This is an optimization exercise on Yosys and OpenROAD, whose aim is small area, a short achievable clock period and few clock cycles, not a production implementation.

## bitcoin_hash1
module bitcoin_hash1(
input logic          clk, reset_n, start,
input logic   [15:0] message_addr, output_addr,
output logic          done, mem_we,
output logic   [15:0] mem_addr,
output logic   [31:0] mem_write_data,
input logic   [31:0] mem_read_data);
localparam logic [31:0] IV0 = 32'h6a09e667, IV1 = 32'hbb67ae85,
                        IV2 = 32'h3c6ef372, IV3 = 32'ha54ff53a,
                        IV4 = 32'h510e527f, IV5 = 32'h9b05688c,
                        IV6 = 32'h1f83d9ab, IV7 = 32'h5be0cd19;
function automatic logic [31:0] sha256_k(input logic [5:0] i);
  case (i)
    6'd0: sha256_k = 32'h428a2f98;
    6'd1: sha256_k = 32'h71374491;
    6'd2: sha256_k = 32'hb5c0fbcf;
    6'd3: sha256_k = 32'he9b5dba5;
    6'd4: sha256_k = 32'h3956c25b;
    6'd5: sha256_k = 32'h59f111f1;
    6'd6: sha256_k = 32'h923f82a4;
    6'd7: sha256_k = 32'hab1c5ed5;
    6'd8: sha256_k = 32'hd807aa98;
    6'd9: sha256_k = 32'h12835b01;
    6'd10: sha256_k = 32'h243185be;
    6'd11: sha256_k = 32'h550c7dc3;
    6'd12: sha256_k = 32'h72be5d74;
    6'd13: sha256_k = 32'h80deb1fe;
    6'd14: sha256_k = 32'h9bdc06a7;
    6'd15: sha256_k = 32'hc19bf174;
    6'd16: sha256_k = 32'he49b69c1;
    6'd17: sha256_k = 32'hefbe4786;
    6'd18: sha256_k = 32'h0fc19dc6;
  ...
For scale: about 0.054 sq mm of cells after synthesis.
make LEC_CHECK=0 ABC_AREA=1 CAP_MARGIN=20 CORE_MARGIN=2 CORE_UTILIZATION=40 SLEW_MARGIN=20 finish   # period 8.0 ns
run.sh (not shown) runs the stock make flow with config.mk's settings and CLKGATE_MAP_FILE= SYNTH_SCRIPT=/design/flow/synth_recipe.tcl, a recipe that flattens the netlist after the stock synthesis.
The starting point passed the timing, design-rule and antenna checks.
Then changed:
Settings changed: SETUP_SLACK_MARGIN from default to 5.
What happened: Area after synthesis stays the same. Cell count climbs by 5.9%. Register-to-register slack is better by 1.1 ns. Maximum frequency climbs by 26%.
Then changed:
Settings changed: SETUP_SLACK_MARGIN 5 to 4.
Outcome: Via count fell by a few percent; setup slack gets worse by 0.049 ns; global-route usage goes down by 1.5 points; final cell count is lower by a few percent; cell area came out lower by roughly a tenth; utilization decreases by 7.3 points; die area is unchanged.
Then changed:
==> flow/flow/run.sh (new file) <==
#!/bin/bash
# Own layout flow: the standard ORFS flow (standard.sh) with one change,
# no full/half-adder cell extraction in synthesis (ADDER_MAP_FILE empty), so
# ABC maps the carry-save and adder logic itself. Everything else, including
# the synthesis script, the flow settings and the constraints, is the standard flow's.
set -euo pipefail
sed 's#CLKGATE_MAP_FILE= #CLKGATE_MAP_FILE= ADDER_MAP_FILE= #' standard.sh > standard_nofa.sh
grep -q 'ADDER_MAP_FILE= ' standard_nofa.sh
bash standard_nofa.sh finish > flow_make.log 2>&1
==> flow/standard.sh (new file) <==
#!/bin/bash
# synth_recipe.tcl (not shown) runs the flow's synth.tcl, then flattens the netlist and writes it again
# the make line also repeats each setting of config.mk as NAME=value (left out here)
make -C /OpenROAD-flow-scripts/flow DESIGN_CONFIG=/design/flow/config.mk WORK_HOME=/design/flow/orfs CLKGATE_MAP_FILE= SYNTH_SCRIPT=/design/flow/synth_recipe.tcl "${@:-finish}"
removed: flow/run.sh
Synthesized cell count goes up by a quarter to a third.
Via count rose by about a fifth.
Hold slack gets worse by 0.016 ns.
Flip-flop and latch count stays the same.
First-iteration DRC count rises by a few percent.
Area after synthesis went up by a little under a tenth.
Then changed:
==> flow/run.sh (new file) <==
#!/bin/bash
# synth_recipe.tcl (not shown) runs the flow's synth.tcl, then flattens the netlist and writes it again
# the make line also repeats each setting of config.mk as NAME=value (left out here)
make -C /OpenROAD-flow-scripts/flow DESIGN_CONFIG=/design/flow/config.mk WORK_HOME=/design/flow/orfs CLKGATE_MAP_FILE= SYNTH_SCRIPT=/design/flow/synth_recipe.tcl finish
Settings changed: ABC_AREA 1 to default, SETUP_SLACK_MARGIN 4 to default.
removed: flow/flow/run.sh
removed: flow/standard.sh
Result: Design area came out lower by 12%; via count is lower by 37%; global-route usage goes down by 9.4 points; clock-buffer cell count decreases by 9; synthesized area drops by 11%.
Then changed:
==> flow/flow/run.sh (new file) <==
#!/bin/bash
# Own layout flow: the standard ORFS flow (standard.sh) with one change,
# no full/half-adder cell extraction in synthesis (ADDER_MAP_FILE empty), so
# ABC maps the carry-save and adder logic itself. Everything else, including
# the synthesis script, the flow settings and the constraints, is the standard flow's.
set -euo pipefail
sed 's#CLKGATE_MAP_FILE= #CLKGATE_MAP_FILE= ADDER_MAP_FILE= #' standard.sh > standard_nofa.sh
grep -q 'ADDER_MAP_FILE= ' standard_nofa.sh
bash standard_nofa.sh finish > flow_make.log 2>&1
==> flow/standard.sh (new file) <==
#!/bin/bash
# synth_recipe.tcl (not shown) runs the flow's synth.tcl, then flattens the netlist and writes it again
# the make line also repeats each setting of config.mk as NAME=value (left out here)
make -C /OpenROAD-flow-scripts/flow DESIGN_CONFIG=/design/flow/config.mk WORK_HOME=/design/flow/orfs CLKGATE_MAP_FILE= SYNTH_SCRIPT=/design/flow/synth_recipe.tcl "${@:-finish}"
Settings changed: ABC_AREA from default to 1, SETUP_SLACK_MARGIN from default to 5.
removed: flow/run.sh
The new run went through all stages and came out clean. Die area climbs by roughly a tenth. Global-route usage climbs by 11 points. Worst setup slack improves by 2.8 ns. Via count climbs by well over a third. Area after synthesis climbs by roughly a tenth. Final cell count climbs by well over a third. Design area climbs by well over a third. Maximum frequency climbs by well over a third. Worst hold slack degrades by 0.0048 ns. Utilization climbs by 13 points.
No functional check of the RTL was part of any run of this note.

Another version of the RTL of bitcoin_hash1 (not shown whole).
Size: ~8300 cells after synthesis, roughly 0.055 mm2 of cells after synthesis.
Design bitcoin_hash1, start of the top module:
module bitcoin_hash1(
input logic          clk, reset_n, start,
input logic   [15:0] message_addr, output_addr,
output logic          done, mem_we,
output logic   [15:0] mem_addr,
output logic   [31:0] mem_write_data,
input logic   [31:0] mem_read_data);
localparam logic [31:0] IV0 = 32'h6a09e667, IV1 = 32'hbb67ae85,
                        IV2 = 32'h3c6ef372, IV3 = 32'ha54ff53a,
                        IV4 = 32'h510e527f, IV5 = 32'h9b05688c,
                        IV6 = 32'h1f83d9ab, IV7 = 32'h5be0cd19;
function automatic logic [31:0] sha256_k(input logic [5:0] i);
  case (i)
    6'd0: sha256_k = 32'h428a2f98;
    6'd1: sha256_k = 32'h71374491;
    6'd2: sha256_k = 32'hb5c0fbcf;
    6'd3: sha256_k = 32'he9b5dba5;
    6'd4: sha256_k = 32'h3956c25b;
    6'd5: sha256_k = 32'h59f111f1;
    6'd6: sha256_k = 32'h923f82a4;
    6'd7: sha256_k = 32'hab1c5ed5;
    6'd8: sha256_k = 32'hd807aa98;
    6'd9: sha256_k = 32'h12835b01;
    6'd10: sha256_k = 32'h243185be;
    6'd11: sha256_k = 32'h550c7dc3;
    6'd12: sha256_k = 32'h72be5d74;
    6'd13: sha256_k = 32'h80deb1fe;
    6'd14: sha256_k = 32'h9bdc06a7;
    6'd15: sha256_k = 32'hc19bf174;
    6'd16: sha256_k = 32'he49b69c1;
    6'd17: sha256_k = 32'hefbe4786;
    6'd18: sha256_k = 32'h0fc19dc6;
    6'd19: sha256_k = 32'h240ca1cc;
    6'd20: sha256_k = 32'h2de92c6f;
    6'd21: sha256_k = 32'h4a7484aa;
    6'd22: sha256_k = 32'h5cb0a9dc;
    6'd23: sha256_k = 32'h76f988da;
    6'd24: sha256_k = 32'h983e5152;
    6'd25: sha256_k = 32'ha831c66d;
    6'd26: sha256_k = 32'hb00327c8;
    6'd27: sha256_k = 32'hbf597fc7;
    6'd28: sha256_k = 32'hc6e00bf3;
    6'd29: sha256_k = 32'hd5a79147;
    6'd30: sha256_k = 32'h06ca6351;
    6'd31: sha256_k = 32'h14292967;
  ...
Settings: LEC_CHECK=0, ABC_AREA=1, CAP_MARGIN=20, CORE_MARGIN=2, CORE_UTILIZATION=40, SETUP_SLACK_MARGIN=4.3, SLEW_MARGIN=20; clock period 8.0 ns.
standard.sh (not shown) runs the stock make flow with config.mk's settings and CLKGATE_MAP_FILE= SYNTH_SCRIPT=/design/flow/synth_recipe.tcl, a recipe that flattens the netlist after the stock synthesis.
==> flow/flow/run.sh <==
#!/bin/bash
# Own layout flow: the standard ORFS flow (standard.sh) with the changes
# described in flow/patch_synth.py. Flow settings and constraints are the standard flow's.
set -euo pipefail
python3 flow/patch_synth.py > patch_synth.log 2>&1
bash standard_x.sh finish > flow_make.log 2>&1
Other scripts of this flow, unchanged in this note and not shown: flow/flow/abc.script, flow/flow/make_vars.txt, flow/flow/patch_synth.py
Edit:
- SETUP_SLACK_MARGIN: 4.3 -> 4.5
Synthesized cell count is unchanged; routed wire length shrinks by 4.7%; via count grows by 0.60%; cell area climbs by 2.9%; utilization went up by 1.3 points; first-iteration DRC count falls by 5.4%; count of clock-buffer cells in the layout decreases by 2; global-route usage decreases by 2.1 points.
No run of this note included a check of the RTL's function; only the layout flow was run.

-- port drivers added, routing unchanged --
No port has a modelled driver above. Below, the same layouts with a new extraction and two added sets of constraints.
Step 1: set_driving_cell puts a clkbuf_16 on clk and a buf_2 on each other input, an assumption about the parent block.
Step 2 times the ports against the registers' clock, not the clock port: input delays grow and output delays shrink by t, the midpoint of the rising clock arrivals with the driver on.
Slacks: ideal ports / drivers / drivers and shift; pairs: ideal ports / drivers.
run | shift t [ns] | slack for setup (ns) | hold WS [ns] | clock arrival spread, ns | worst data-port slew with drivers (ns)
the first run of note 1 | 0.808 | 2.456 / 2.456 / 2.456 | 0.261 / 0.261 / 0.261 | 0.113 / 0.112 | 0.06
the second run of note 1 | 0.839 | 3.596 / 3.596 / 3.596 | 0.287 / 0.287 / 0.287 | 0.063 / 0.063 | 0.05
the third run of note 1 | 0.819 | 3.548 / 3.548 / 3.548 | 0.311 / 0.311 / 0.311 | 0.034 / 0.033 | 0.06
the fourth run of note 1 | 0.851 | 3.919 / 3.919 / 3.527 | 0.294 / 0.294 / 0.294 | 0.060 / 0.059 | 0.06
the fifth run of note 1 | 0.830 | 1.824 / 1.824 / 1.824 | 0.301 / 0.301 / 0.301 | 0.062 / 0.061 | 0.06
the sixth run of note 1 | 0.834 | 4.614 / 4.614 / 4.230 | 0.296 / 0.296 / 0.296 | 0.071 / 0.071 | 0.06
the first run of note 2 | 0.933 | 4.315 / 4.315 / 4.315 | 0.281 / 0.281 / 0.281 | 0.149 / 0.149 | 0.05
the second run of note 2 | 0.920 | 4.505 / 4.505 / 4.505 | 0.295 / 0.295 / 0.295 | 0.097 / 0.097 | 0.05
After both steps setup and hold are still met in every run listed. The setup slack of the fourth run of note 1, which loses most, moves by 0.000 ns with the drivers and by -0.392 ns with both steps.
